From an optimization exercise on the open Yosys and OpenROAD flow, aimed at small area, a short achievable clock period and few clock cycles per item; shortcuts taken in it are not production practice.
At most, simulation tests tie the RTL to the original design; equivalence was not proved.

==> flow/design.v <==
`timescale 1ns/1ns
module shapipe(
    input wire [0:511] message,
    input wire clk,
    input wire reset,
    output wire ready,
    output wire [255:0] hashvalue);
    localparam [31:0] H0 = 32'h6a09e667, H1 = 32'hbb67ae85,
                      H2 = 32'h3c6ef372, H3 = 32'ha54ff53a,
                      H4 = 32'h510e527f, H5 = 32'h9b05688c,
                      H6 = 32'h1f83d9ab, H7 = 32'h5be0cd19;
    function [31:0] ror(input [31:0] x, input integer n);
        ror = (x >> n) | (x << (32 - n));
    endfunction
    function [31:0] bs0(input [31:0] x);    
        bs0 = ror(x, 2) ^ ror(x, 13) ^ ror(x, 22);
    endfunction
    function [31:0] bs1(input [31:0] x);    
        bs1 = ror(x, 6) ^ ror(x, 11) ^ ror(x, 25);
    endfunction
    function [31:0] ss0(input [31:0] x);    
        ss0 = ror(x, 7) ^ ror(x, 18) ^ (x >> 3);
    endfunction
    function [31:0] ss1(input [31:0] x);    
        ss1 = ror(x, 17) ^ ror(x, 19) ^ (x >> 10);
    endfunction
    function [31:0] ch(input [31:0] x, input [31:0] y, input [31:0] z);
        ch = (x & y) ^ (~x & z);
    endfunction
    function [31:0] maj(input [31:0] x, input [31:0] y, input [31:0] z);
        maj = (x & y) | (x & z) | (y & z);
    endfunction
    function [31:0] kc(input [5:0] i);
        case (i)
        6'd00: kc = 32'h428a2f98; 6'd01: kc = 32'h71374491; 6'd02: kc = 32'hb5c0fbcf; 6'd03: kc = 32'he9b5dba5;
        6'd04: kc = 32'h3956c25b; 6'd05: kc = 32'h59f111f1; 6'd06: kc = 32'h923f82a4; 6'd07: kc = 32'hab1c5ed5;
        6'd08: kc = 32'hd807aa98; 6'd09: kc = 32'h12835b01; 6'd10: kc = 32'h243185be; 6'd11: kc = 32'h550c7dc3;
        6'd12: kc = 32'h72be5d74; 6'd13: kc = 32'h80deb1fe; 6'd14: kc = 32'h9bdc06a7; 6'd15: kc = 32'hc19bf174;
        6'd16: kc = 32'he49b69c1; 6'd17: kc = 32'hefbe4786; 6'd18: kc = 32'h0fc19dc6; 6'd19: kc = 32'h240ca1cc;
        6'd20: kc = 32'h2de92c6f; 6'd21: kc = 32'h4a7484aa; 6'd22: kc = 32'h5cb0a9dc; 6'd23: kc = 32'h76f988da;
        6'd24: kc = 32'h983e5152; 6'd25: kc = 32'ha831c66d; 6'd26: kc = 32'hb00327c8; 6'd27: kc = 32'hbf597fc7;
        6'd28: kc = 32'hc6e00bf3; 6'd29: kc = 32'hd5a79147; 6'd30: kc = 32'h06ca6351; 6'd31: kc = 32'h14292967;
        6'd32: kc = 32'h27b70a85; 6'd33: kc = 32'h2e1b2138; 6'd34: kc = 32'h4d2c6dfc; 6'd35: kc = 32'h53380d13;
        6'd36: kc = 32'h650a7354; 6'd37: kc = 32'h766a0abb; 6'd38: kc = 32'h81c2c92e; 6'd39: kc = 32'h92722c85;
        6'd40: kc = 32'ha2bfe8a1; 6'd41: kc = 32'ha81a664b; 6'd42: kc = 32'hc24b8b70; 6'd43: kc = 32'hc76c51a3;
        6'd44: kc = 32'hd192e819; 6'd45: kc = 32'hd6990624; 6'd46: kc = 32'hf40e3585; 6'd47: kc = 32'h106aa070;
        6'd48: kc = 32'h19a4c116; 6'd49: kc = 32'h1e376c08; 6'd50: kc = 32'h2748774c; 6'd51: kc = 32'h34b0bcb5;
        6'd52: kc = 32'h391c0cb3; 6'd53: kc = 32'h4ed8aa4a; 6'd54: kc = 32'h5b9cca4f; 6'd55: kc = 32'h682e6ff3;
        6'd56: kc = 32'h748f82ee; 6'd57: kc = 32'h78a5636f; 6'd58: kc = 32'h84c87814; 6'd59: kc = 32'h8cc70208;
        6'd60: kc = 32'h90befffa; 6'd61: kc = 32'ha4506ceb; 6'd62: kc = 32'hbef9a3f7; default: kc = 32'hc67178f2;
        endcase
    endfunction
    function [31:0] kn(input [5:0] t);
        case (t)
        6'd62: kn = 32'hc67178f2 + H0;
        6'd63: kn = H7;
        default: kn = kc(t + 6'd1);
        endcase
    endfunction
    function [31:0] knx(input [5:0] t);
        case (t)
        6'd61: knx = 32'hc67178f2 + H0;
        6'd62: knx = H7;
        default: knx = kc(t + 6'd2);
        endcase
    endfunction
    localparam [31:0] T1C = H7 + bs1(H4) + ch(H4, H5, H6) + 32'h428a2f98;
    localparam [31:0] CA  = T1C + bs0(H0) + maj(H0, H1, H2);
    localparam [31:0] CE  = T1C + H3;
    localparam [31:0] CK1 = H6 + 32'h71374491;
    reg  [6:0]  t;                  
    reg  [31:0] a, b, c, d, e, f, g, hk, kq;
    reg  [31:0] w [0:15];
    wire        run  = ~t[6];
    reg         last, pen;          
    wire [31:0] s1e = bs1(e);
    wire [31:0] che = ch(e, f, g);
    wire [31:0] s0a = bs0(a);
    wire [31:0] mja = maj(a, b, c);
    wire [31:0] x1 = hk ^ s1e ^ che;
    wire [31:0] y1 = {maj(hk, s1e, che), 1'b0} ;
    wire [31:0] x2 = x1 ^ y1 ^ s0a;
    wire [31:0] y2 = {maj(x1, y1, s0a), 1'b0};
    wire [31:0] x3 = x2 ^ y2 ^ mja;
    wire [31:0] y3 = {maj(x2, y2, mja), 1'b0};
    wire [31:0] xe = x1 ^ y1 ^ d;
    wire [31:0] ye = {maj(x1, y1, d), 1'b0};
    wire [31:0] anew = x3 + y3;
    wire [31:0] enew = xe + ye;
    wire [31:0] wt   = last ? 32'd0 : w[2];
    wire [31:0] xh   = g ^ kq ^ wt;
    wire [31:0] yh   = {maj(g, kq, wt), 1'b0};
    wire [31:0] hkn  = xh + yh;
    wire [31:0] s0w  = ss0(~w[1]);
    wire [31:0] xw   = ~w[9] ^ s0w ^ w[0];
    wire [31:0] yw   = {maj(~w[9], s0w, w[0]), 1'b0};
    wire [31:0] s1w  = ss1(w[14]);
    wire [31:0] xw2  = xw ^ yw ^ s1w;
    wire [31:0] yw2  = {maj(xw, yw, s1w), 1'b0};
    wire [31:0] wnew = xw2 + yw2;
    wire [31:0] dadd = pen ? H4 - H0 : (last ? H3 : 32'd0);
    always @(posedge clk) begin
        pen  <= ~reset & (t == 7'd61);
        last <= ~reset & (t == 7'd62);
        kq   <= reset ? kc(6'd2) : knx(t[5:0]);
    end
    integer i;
    always @(posedge clk) begin
        if (reset) begin
            t  <= 7'd1;
            a  <= CA + message[0:31];
            b  <= H0;
            c  <= H1;
            d  <= H2;
            e  <= CE + message[0:31];
            f  <= H4;
            g  <= H5;
            hk <= CK1 + message[32:63];
        end else if (run) begin
            t  <= t + 7'd1;
            a  <= anew;
            e  <= enew;
            hk <= hkn;
            d  <= c + dadd;
            if (last) begin
                b <= a + H1;
                c <= b + H2;
                f <= e + H5;
                g <= f + H6;
            end else begin
                b <= a;
                c <= b;
                f <= e;
                g <= f;
            end
        end
    end
    always @(posedge clk) begin
        if (reset) begin
            for (i = 0; i < 16; i = i + 1)
                w[i] <= (i % 2) ? ~message[32*i +: 32] : message[32*i +: 32];
        end else begin
            for (i = 0; i < 15; i = i + 1)
                w[i] <= ~w[i+1];
            w[15] <= ~wnew;
        end
    end
    assign ready = t[6];
    assign hashvalue = {a, b, c, d, e, f, g, hk};
endmodule
==> flow/config.mk <==
export PLATFORM = sky130hd
export DESIGN_NAME = shapipe
export DESIGN_NICKNAME = shapipe
export VERILOG_FILES = /design/flow/design.v
export SDC_FILE = /design/flow/constraint.sdc
export NUM_CORES = 4
export LEC_CHECK = 0
export ABC_CLOCK_PERIOD_IN_PS = 4000
export CAP_MARGIN = 20
export CORE_MARGIN = 2
export CORE_UTILIZATION = 55
export CTS_CLUSTER_DIAMETER = 100
export CTS_CLUSTER_SIZE = 25
export PLACE_DENSITY = 0.65
export SLEW_MARGIN = 20
export TNS_END_PERCENT = 100
==> flow/constraint.sdc <==
create_clock -name core_clock -period 11.0 [get_ports {clk}]
set_input_delay 2.2000 -clock core_clock [delete_from_list [all_inputs] [get_ports {clk}]]
set_output_delay 2.2000 -clock core_clock [all_outputs]
set_load 0.01 [all_outputs]
standard.sh (not shown) runs the stock make flow with config.mk's settings and CLKGATE_MAP_FILE= SYNTH_SCRIPT=/design/flow/synth_recipe.tcl, a recipe that flattens the netlist after the stock synthesis.
==> flow/flow/run.sh <==
#!/bin/bash
set -euo pipefail
export BUFFER_PORTS_ARGS="-buffer_cell sky130_fd_sc_hd__buf_1"
export SETUP_SLACK_MARGIN=6
bash standard.sh > make_finish.log 2>&1
Testbench counts at the start, summed over its fixed seeds: cycles 20,800, items 320.
Change:
--- a/flow/design.v
+++ b/flow/design.v
@@ -77,14 +77,16 @@
     wire [31:0] che = ch(e, f, g);
     wire [31:0] s0a = bs0(a);
     wire [31:0] mja = maj(a, b, c);
-    wire [31:0] x1 = hk ^ s1e ^ che;
-    wire [31:0] y1 = {maj(hk, s1e, che), 1'b0} ;
-    wire [31:0] x2 = x1 ^ y1 ^ s0a;
-    wire [31:0] y2 = {maj(x1, y1, s0a), 1'b0};
-    wire [31:0] x3 = x2 ^ y2 ^ mja;
-    wire [31:0] y3 = {maj(x2, y2, mja), 1'b0};
-    wire [31:0] xe = x1 ^ y1 ^ d;
-    wire [31:0] ye = {maj(x1, y1, d), 1'b0};
+    wire [31:0] x1 = hk ^ che ^ mja;
+    wire [31:0] y1 = {maj(hk, che, mja), 1'b0};
+    wire [31:0] x2 = x1 ^ y1 ^ s1e;
+    wire [31:0] y2 = {maj(x1, y1, s1e), 1'b0};
+    wire [31:0] x3 = x2 ^ y2 ^ s0a;
+    wire [31:0] y3 = {maj(x2, y2, s0a), 1'b0};
+    wire [31:0] x1e = hk ^ che ^ d;
+    wire [31:0] y1e = {maj(hk, che, d), 1'b0};
+    wire [31:0] xe = x1e ^ y1e ^ s1e;
+    wire [31:0] ye = {maj(x1e, y1e, s1e), 1'b0};
     wire [31:0] anew = x3 + y3;
     wire [31:0] enew = xe + ye;
     wire [31:0] wt   = last ? 32'd0 : w[2];
Result:
- The changed run completed without violations
- fmax drops by 1.6%
- via count climbs by 2.9%
- routed wire length climbs by 3.9%
- count of clock-buffer cells in the layout drops by 2
- design area climbs by 3.0%
- utilization climbs by 0.42 points
- non-clock buffer count climbs by 19
For the second run of this note, only the layout was checked, not whether the RTL still works.

-- what the ideal ports hide --
No port has a modelled driver above. Below, the same layouts with a new extraction and two added sets of constraints.
Step 1, drivers: a clkbuf_16 drives clk and a buf_2 each remaining input, both assumed.
Step 2, shift: input delay + t, output delay - t, t = (earliest + latest rising clock arrival at the registers) / 2. This alone moves slack from input paths to output paths.
Three values: ideal, step 1, step 2; two values: the first two.
run | t, ns | setup WS [ns] | worst setup path after step 2
the first run | 0.714 | 5.957 / 5.957 / 5.443 | input to register
the second run | 0.738 | 5.875 / 5.875 / 5.486 | input to register
After both steps every run listed still meets setup and hold. The setup slack of the first run, which loses most, moves by 0.000 ns with the drivers and by -0.514 ns with both steps.
